Context: an optimization exercise on an open-source flow, tuned for small area. The choices shown serve that exercise and are no tape-out recipe.
In this exercise RTL edits were held to simulation tests only and were not proved equivalent to the original.
The clock input has no modelled driver; a real chip could not lean on it and would need a root buffer or a full tree.
Power is estimated from default activity; no workload was simulated.

==> branch garnet <==
## Circuit
module Circuit (
    input clk,
    input entry_sensor,
    input exit_sensor,
    input [1:0] switch,
    input reset,
    output [3:0] parking_slots,
    output door_open_light,
    output full_light,
    output [2:0] capacity,
    output [2:0] best_place,
    output [7:0] sev_data,
    output [4:0] sev_sel
);
export LEC_CHECK = 0
export CAP_MARGIN = 20
export CORE_MARGIN = 2
export CORE_UTILIZATION = 40
export SLEW_MARGIN = 20
create_clock -name core_clock -period 10.0 [get_ports {clk}]
standard.sh (not shown) runs the stock make flow with config.mk's settings and CLKGATE_MAP_FILE= SYNTH_SCRIPT=/design/flow/synth_recipe.tcl, a recipe that flattens the netlist after the stock synthesis.
==> flow/flow/run.sh <==
#!/bin/bash
# Own layout flow: the standard flow (standard.sh) with these changes, none of
# which touches the registers, the floorplan rules or the constraints:
#  1. synthesis: the standard synthesis runs first; then the same synthesis runs
#     again without half-adder extraction, with ABC trying the area-oriented
#     scripts flow/area*.abc and keeping the smallest result (flow/my_synth.tcl).
#     Its netlist is kept only if its flip-flops (names and cell types) are
#     exactly the standard synthesis's; otherwise the standard netlist is used.
#  2. port buffers are buf_1 instead of the 10 um2 delay buffer buffer_ports picks;
#  3. after the placement resize, combinational cells go to their smallest drive
#     strength, the reset inverter (as inv_2) drives the flip-flops' reset pins
#     without the buffer repair_design put after it, and repair_design then
#     fixes any slew/cap violation (flow/downsize.tcl);
#  4. clock tree: the clock port drives a few buffers, each driving the
#     flip-flops of one placement cluster (flow/cts1.tcl); the smallest buffer
#     set whose clock-pin slew estimate is under CTS1_MAX_SLEW_PS is kept.
# Each tool's output goes to a log file in this folder.
set -euo pipefail
W=$(pwd)
R=$W/orfs/results/sky130hd/Circuit/base
export BUFFER_PORTS_ARGS="-buffer_cell sky130_fd_sc_hd__buf_1"
export POST_RESIZE_TCL="$W/flow/downsize.tcl"
CTS1_MAX_SLEW_PS=118

bash standard.sh synth > flow_1_std_synth.log 2>&1
cp $R/1_2_yosys.v $W/std_1_2_yosys.v
cp $R/1_synth.odb $W/std_1_synth.odb 2>/dev/null || true
python3 flow/regs.py $W/std_1_2_yosys.v | sort > std_regs.txt

rm -f $R/1_2_yosys.v $R/1_synth.odb $R/1_synth.sdc $R/1_2_yosys.sdc
if bash standard.sh SYNTH_SCRIPT=$W/flow/my_synth.tcl ADDER_MAP_FILE= synth > flow_2_area_synth.log 2>&1 \
   && python3 flow/regs.py $R/1_2_yosys.v | sort > area_regs.txt \
   && cmp -s std_regs.txt area_regs.txt && [ -s area_regs.txt ]; then
  echo "using area synthesis" > synth_choice.log
else
  echo "using standard synthesis" > synth_choice.log
  rm -f $R/1_2_yosys.v $R/1_synth.odb $R/1_synth.sdc $R/1_2_yosys.sdc
  bash standard.sh synth > flow_2b_std_synth.log 2>&1
fi

bash standard.sh place > flow_3_place.log 2>&1
# Try clock buffer sets from the smallest area up; keep the first whose worst
# flip-flop clock-pin slew (placement estimate) is at most CTS1_MAX_SLEW_PS.
for cfg in buf_4:4 buf_6:3 buf_4:5 clkbuf_8:3 buf_6:4 clkbuf_8:4 clkbuf_8:5 clkbuf_16:4; do
  b=${cfg%:*}; k=${cfg#*:}
  PLATFORM_DIR=$FLOW_HOME/platforms/sky130hd RESULTS_DIR=$R CTS1_K=$k CTS1_BUF=sky130_fd_sc_hd__$b \
    CTS1_MAX_SLEW_PS=$CTS1_MAX_SLEW_PS CTS1_RESULT=$W/cts1_result.txt \
    DONT_USE_CELLS="sky130_fd_sc_hd__probe_p_8 sky130_fd_sc_hd__probec_p_8" \
    openroad -no_init -exit flow/cts1.tcl > flow_4_cts1_${b}_$k.log 2>&1
  if [ "$(cat $W/cts1_result.txt)" = ok ]; then echo "$b x$k" > cts1_choice.log; break; fi
done
cp $R/4_1_cts.odb $R/4_cts.odb
touch $R/4_cts.sdc
bash standard.sh finish > flow_5_finish.log 2>&1
Other scripts of this flow, unchanged in this note and not shown: flow/flow/area1.abc, flow/flow/area2.abc, flow/flow/area3.abc, flow/flow/area4.abc, flow/flow/area8.abc, flow/flow/cts1.tcl, flow/flow/downsize.tcl, flow/flow/my_synth.tcl, flow/flow/regs.py
==> branch harbor: changes against branch garnet <==
==> flow/design.v (replaced) <==
module Circuit (
    input clk,
    input entry_sensor,
    input exit_sensor,
    input [1:0] switch,
    input reset,
    output [3:0] parking_slots,
    output door_open_light,
    output full_light,
    output [2:0] capacity,
    output [2:0] best_place,
    output [7:0] sev_data,
    output [4:0] sev_sel
);
  wire odd, ent, ext, fe, fx, en_2Hz, en_1Hz, pulse, fullent;
  wire [3:0] state;
  PkDeb u_de (.clk(clk), .reset(reset), .b(entry_sensor), .fire(fe));
  PkDeb u_dx (.clk(clk), .reset(reset), .b(exit_sensor), .fire(fx));
  PkPhase u_ph (.clk(clk), .reset(reset), .fe(fe), .fx(fx), .odd(odd), .ent(ent), .ext(ext));
  PkDiv u_div (.clk(clk), .reset(reset), .c0(odd), .en_2Hz(en_2Hz), .en_1Hz(en_1Hz));
  PkFsm u_fsm (.clk(clk), .reset(reset), .ent(ent), .ext(ext), .switch(switch),
               .state(state), .pulse(pulse), .fullent(fullent));
  assign parking_slots = state;
  PkCap u_cap (.state(state), .capacity(capacity), .best_place(best_place));
  PkDoor u_door (.clk(clk), .reset(reset), .en(en_2Hz), .trig(pulse), .led(door_open_light));
  PkFull u_full (.clk(clk), .reset(reset), .en(en_1Hz), .trig(fullent), .led(full_light));
  PkDisp u_disp (.clk(clk), .reset(reset), .capacity(capacity), .best_place(best_place),
                 .sev_data(sev_data), .sev_sel(sev_sel));
endmodule
module PkDiv (input clk, input reset, input c0, output en_2Hz, output en_1Hz);
  reg [4:1] c;
  reg [6:0] l;
  wire lt = (l[5:0] == 6'h2a);
  wire lfb = (l[0] ^ l[6]) & ~lt;
  always @(posedge clk or posedge reset) begin
    if (reset) begin
      c <= 4'd0;
      l <= 7'h54;
    end else begin
      c <= c + {3'd0, c0};
      l <= {l[5:0], lfb};
    end
  end
  wire lt7 = lt & c0 & c[1] & c[2];
  assign en_2Hz = lt7 & ~c[3];
  assign en_1Hz = lt7 & c[3] & ~c[4];
endmodule
module PkPhase (input clk, input reset, input fe, input fx, output odd, output ent, output ext);
  reg u, v;
  assign odd = u & v;
  assign ent = u & ~v;
  assign ext = ~u & v;
  always @(posedge clk or posedge reset) begin
    if (reset) begin
      u <= 1'b0; v <= 1'b0;
    end else begin
      u <= ~odd | (fe & ~fx);
      v <= ~odd | (fx & ~fe);
    end
  end
endmodule
module PkDeb (input clk, input reset, input b, output fire);
  reg [1:0] g;
  assign fire = g[1] & ~g[0];
  always @(posedge clk or posedge reset) begin
    if (reset) g <= 2'b00;
    else g <= {~b & g[0], ~b & ~g[1]};
  end
endmodule
module PkFsm (input clk, input reset, input ent, input ext, input [1:0] switch,
              output reg [3:0] state, output reg pulse, output fullent);
  wire full = &state;
  wire [3:0] clr = {4{ext}} & (4'b0001 << switch);
  wire [3:0] set = {ent & (&state[2:0]), ent & (&state[1:0]), ent & state[0], ent};
  assign fullent = ent & full;
  always @(posedge clk or posedge reset) begin
    if (reset) begin
      state <= 4'd0;
      pulse <= 1'b0;
    end else begin
      state <= (state | set) & ~clr;
      pulse <= (ent & ~full) | |(state & clr);
    end
  end
endmodule
module PkCap (input [3:0] state, output [2:0] capacity, output [2:0] best_place);
  assign capacity[0] = ^state;
  assign capacity[1] = ((state[0] ^ state[1]) & (state[2] ^ state[3])) |
                       ((state[0] | state[1]) ^ (state[2] | state[3]));
  assign capacity[2] = ~(|state);
  assign best_place[2] = &state;
  assign best_place[1] = state[0] & state[1] & ~(state[2] & state[3]);
  assign best_place[0] = state[0] & (~state[1] | state[2]);
endmodule
module PkDoor (input clk, input reset, input en, input trig, output reg led);
  reg tl;
  reg [1:0] p;
  wire idle = ~(p[1] | p[0]);
  always @(posedge clk or posedge reset) begin
    if (reset) begin
      tl <= 1'b0; led <= 1'b0; p <= 2'b00;
    end else begin
      if (trig) tl <= 1'b1;
      else if (en & idle) tl <= 1'b0;
      if (en) begin
        if (idle) begin
          led <= tl;
          p <= {tl, 1'b0};
        end else begin
          led <= ~led & ~p[0];
          if (~led) p <= {1'b0, p[1]};
        end
      end
    end
  end
endmodule
module PkFull (input clk, input reset, input en, input trig, output reg led);
  reg tl;
  reg [1:0] p;
  wire idle = ~(p[1] | p[0]);
  always @(posedge clk or posedge reset) begin
    if (reset) begin
      tl <= 1'b0; led <= 1'b0; p <= 2'b00;
    end else begin
      if (trig) tl <= 1'b1;
      else if (en & idle) tl <= 1'b0;
      if (en) begin
        if (idle) begin
          led <= tl;
          p <= {tl, tl};
        end else begin
          led <= ~led & ~(p == 2'b01);
          if (~led) p <= p - 2'd1;
        end
      end
    end
  end
endmodule
module PkDisp (input clk, input reset, input [2:0] capacity, input [2:0] best_place,
               output reg [7:0] sev_data, output [4:0] sev_sel);
  reg [9:0] r;
  wire tick = ((r & 10'h0ef) == 10'h026);
  wire rfb = (r[8] ^ r[9]) & ~tick;
  reg [3:0] q;
  wire blank = (q[2:0] == (3'd4));
  always @(posedge clk or posedge reset) begin
    if (reset) begin
      r <= 10'h04c;
      q <= {1'b0, 3'd5};
    end else begin
      r <= {r[8:0], rfb};
      if (tick) begin
        if (blank) q[2:0] <= (q[3] ? capacity : best_place) ^ 3'd3;
        else begin
          q[3] <= ~q[3];
          q[2:0] <= 3'd4;
        end
      end
    end
  end
  wire [2:0] v = q[2:0] ^ 3'd3;
  wire ab = v[2] & v[1];
  assign sev_sel = {1'b0, q[3] & ab & v[0], q[3] & ~ab, ~q[3] & ab & v[0], ~q[3] & ~ab};
  always @(*) begin
    case (q[2:0])
      3'd3: sev_data = 8'b00111111;
      3'd2: sev_data = 8'b00000110;
      3'd1: sev_data = 8'b01011011;
      3'd0: sev_data = 8'b01001111;
      3'd7: sev_data = 8'b01100110;
      3'd6: sev_data = 8'b01101101;
      3'd5: sev_data = 8'b00000000;
      3'd4: sev_data = 8'b00000000;
    endcase
  end
endmodule
--- a/flow/flow/run.sh
+++ b/flow/flow/run.sh
@@ -1,21 +1,18 @@
 #!/bin/bash
 # Own layout flow: the standard flow (standard.sh) with these changes, none of
 # which touches the registers, the floorplan rules or the constraints:
 #  1. synthesis: the standard synthesis runs first; then the same synthesis runs
-#     again without half-adder extraction, with ABC trying the area-oriented
-#     scripts flow/area*.abc and keeping the smallest result (flow/my_synth.tcl).
+#     again with an area-oriented ABC script and without half-adder extraction.
 #     Its netlist is kept only if its flip-flops (names and cell types) are
 #     exactly the standard synthesis's; otherwise the standard netlist is used.
 #  2. port buffers are buf_1 instead of the 10 um2 delay buffer buffer_ports picks;
 #  3. after the placement resize, combinational cells go to their smallest drive
-#     strength, the reset inverter (as inv_2) drives the flip-flops' reset pins
-#     without the buffer repair_design put after it, and repair_design then
-#     fixes any slew/cap violation (flow/downsize.tcl);
+#     strength and repair_design fixes any slew/cap violation (flow/downsize.tcl);
 #  4. clock tree: the clock port drives a few buffers, each driving the
 #     flip-flops of one placement cluster (flow/cts1.tcl); the smallest buffer
 #     set whose clock-pin slew estimate is under CTS1_MAX_SLEW_PS is kept.
 # Each tool's output goes to a log file in this folder.
 set -euo pipefail
 W=$(pwd)
 R=$W/orfs/results/sky130hd/Circuit/base
 export BUFFER_PORTS_ARGS="-buffer_cell sky130_fd_sc_hd__buf_1"
==> insert_results.sql <==
INSERT INTO impl_metrics (metric_group, metric, value, unit) VALUES
('outcome', 'run_status', 'no timing/DRC/antenna violations', ''),
('floorplan', 'start_util', '41.1', '%'),
('global_route', 'wire_length_of_the_first_global_routing_pass', '5.28', 'mm'),
('synth', 'distinct_cell_type_count_of_the_synthesized_netlist', '28', ''),
('timing', 'worst-slew-pin-transition', '0.855', 'ns'),
('worst_setup_path', 'crit_family', 'flip-flops', ''),
('power', 'powerComb', '90.0', 'uW'),
('synth', 'adder_cell_fraction_of_synth_area', '0', '%'),
('cells_and_area', 'final_nets', '216', '');
That was branch harbor.
==> insert_results.sql <==
INSERT INTO impl_metrics (metric_group, metric, value, unit) VALUES
('global_route', 'wire_length_of_the_first_global_routing_pass', '5.87', 'mm'),
('synth', 'adder_cell_fraction_of_synth_area', '4.84', '%'),
('power', 'powerComb', '94.2', 'uW'),
('synth', 'yosys.area_share.xor_xnor', '2.96', '%'),
('synth', 'distinct_cell_type_count_of_the_synthesized_netlist', '45', ''),
('floorplan', 'start_util', '41.0', '%'),
('timing', 'worst-slew-pin-transition', '0.896', 'ns'),
('outcome', 'run_status', 'no timing/DRC/antenna violations', ''),
('cells_and_area', 'final_nets', '217', ''),
('cells_and_area', 'mostFrequentLayoutCell', 'dfrtp_1', '');
That was branch garnet.
No run of this note takes its clock network from TritonCTS; it comes from the design's own scripts or RTL.

## port drivers added, routing unchanged
The results above use ideal ports. As a check the final layouts listed here were re-extracted and re-timed, cells and wires unchanged.
Step 1, drivers: a clkbuf_16 drives clk and a buf_2 each remaining input, both assumed.
Step 2 also shifts input and output timing later by t, the mid clock arrival at the registers, as if the neighbouring blocks saw the same clock.
Slacks: ideal / step 1 / step 2; pairs: ideal / step 1.
run | t, ns | setup WS [ns] | worst setup path at the end | slew at the worst register clock pin (ns) | worst slew at a driven data input, ns
branch garnet | 0.175 | 6.446 / 6.397 / 6.572 | register to output | 0.11 / 0.11 | 0.03
branch harbor | 0.171 | 6.499 / 6.450 / 6.621 | register to output | 0.10 / 0.10 | 0.04
After both steps setup and hold are still met in every run listed.
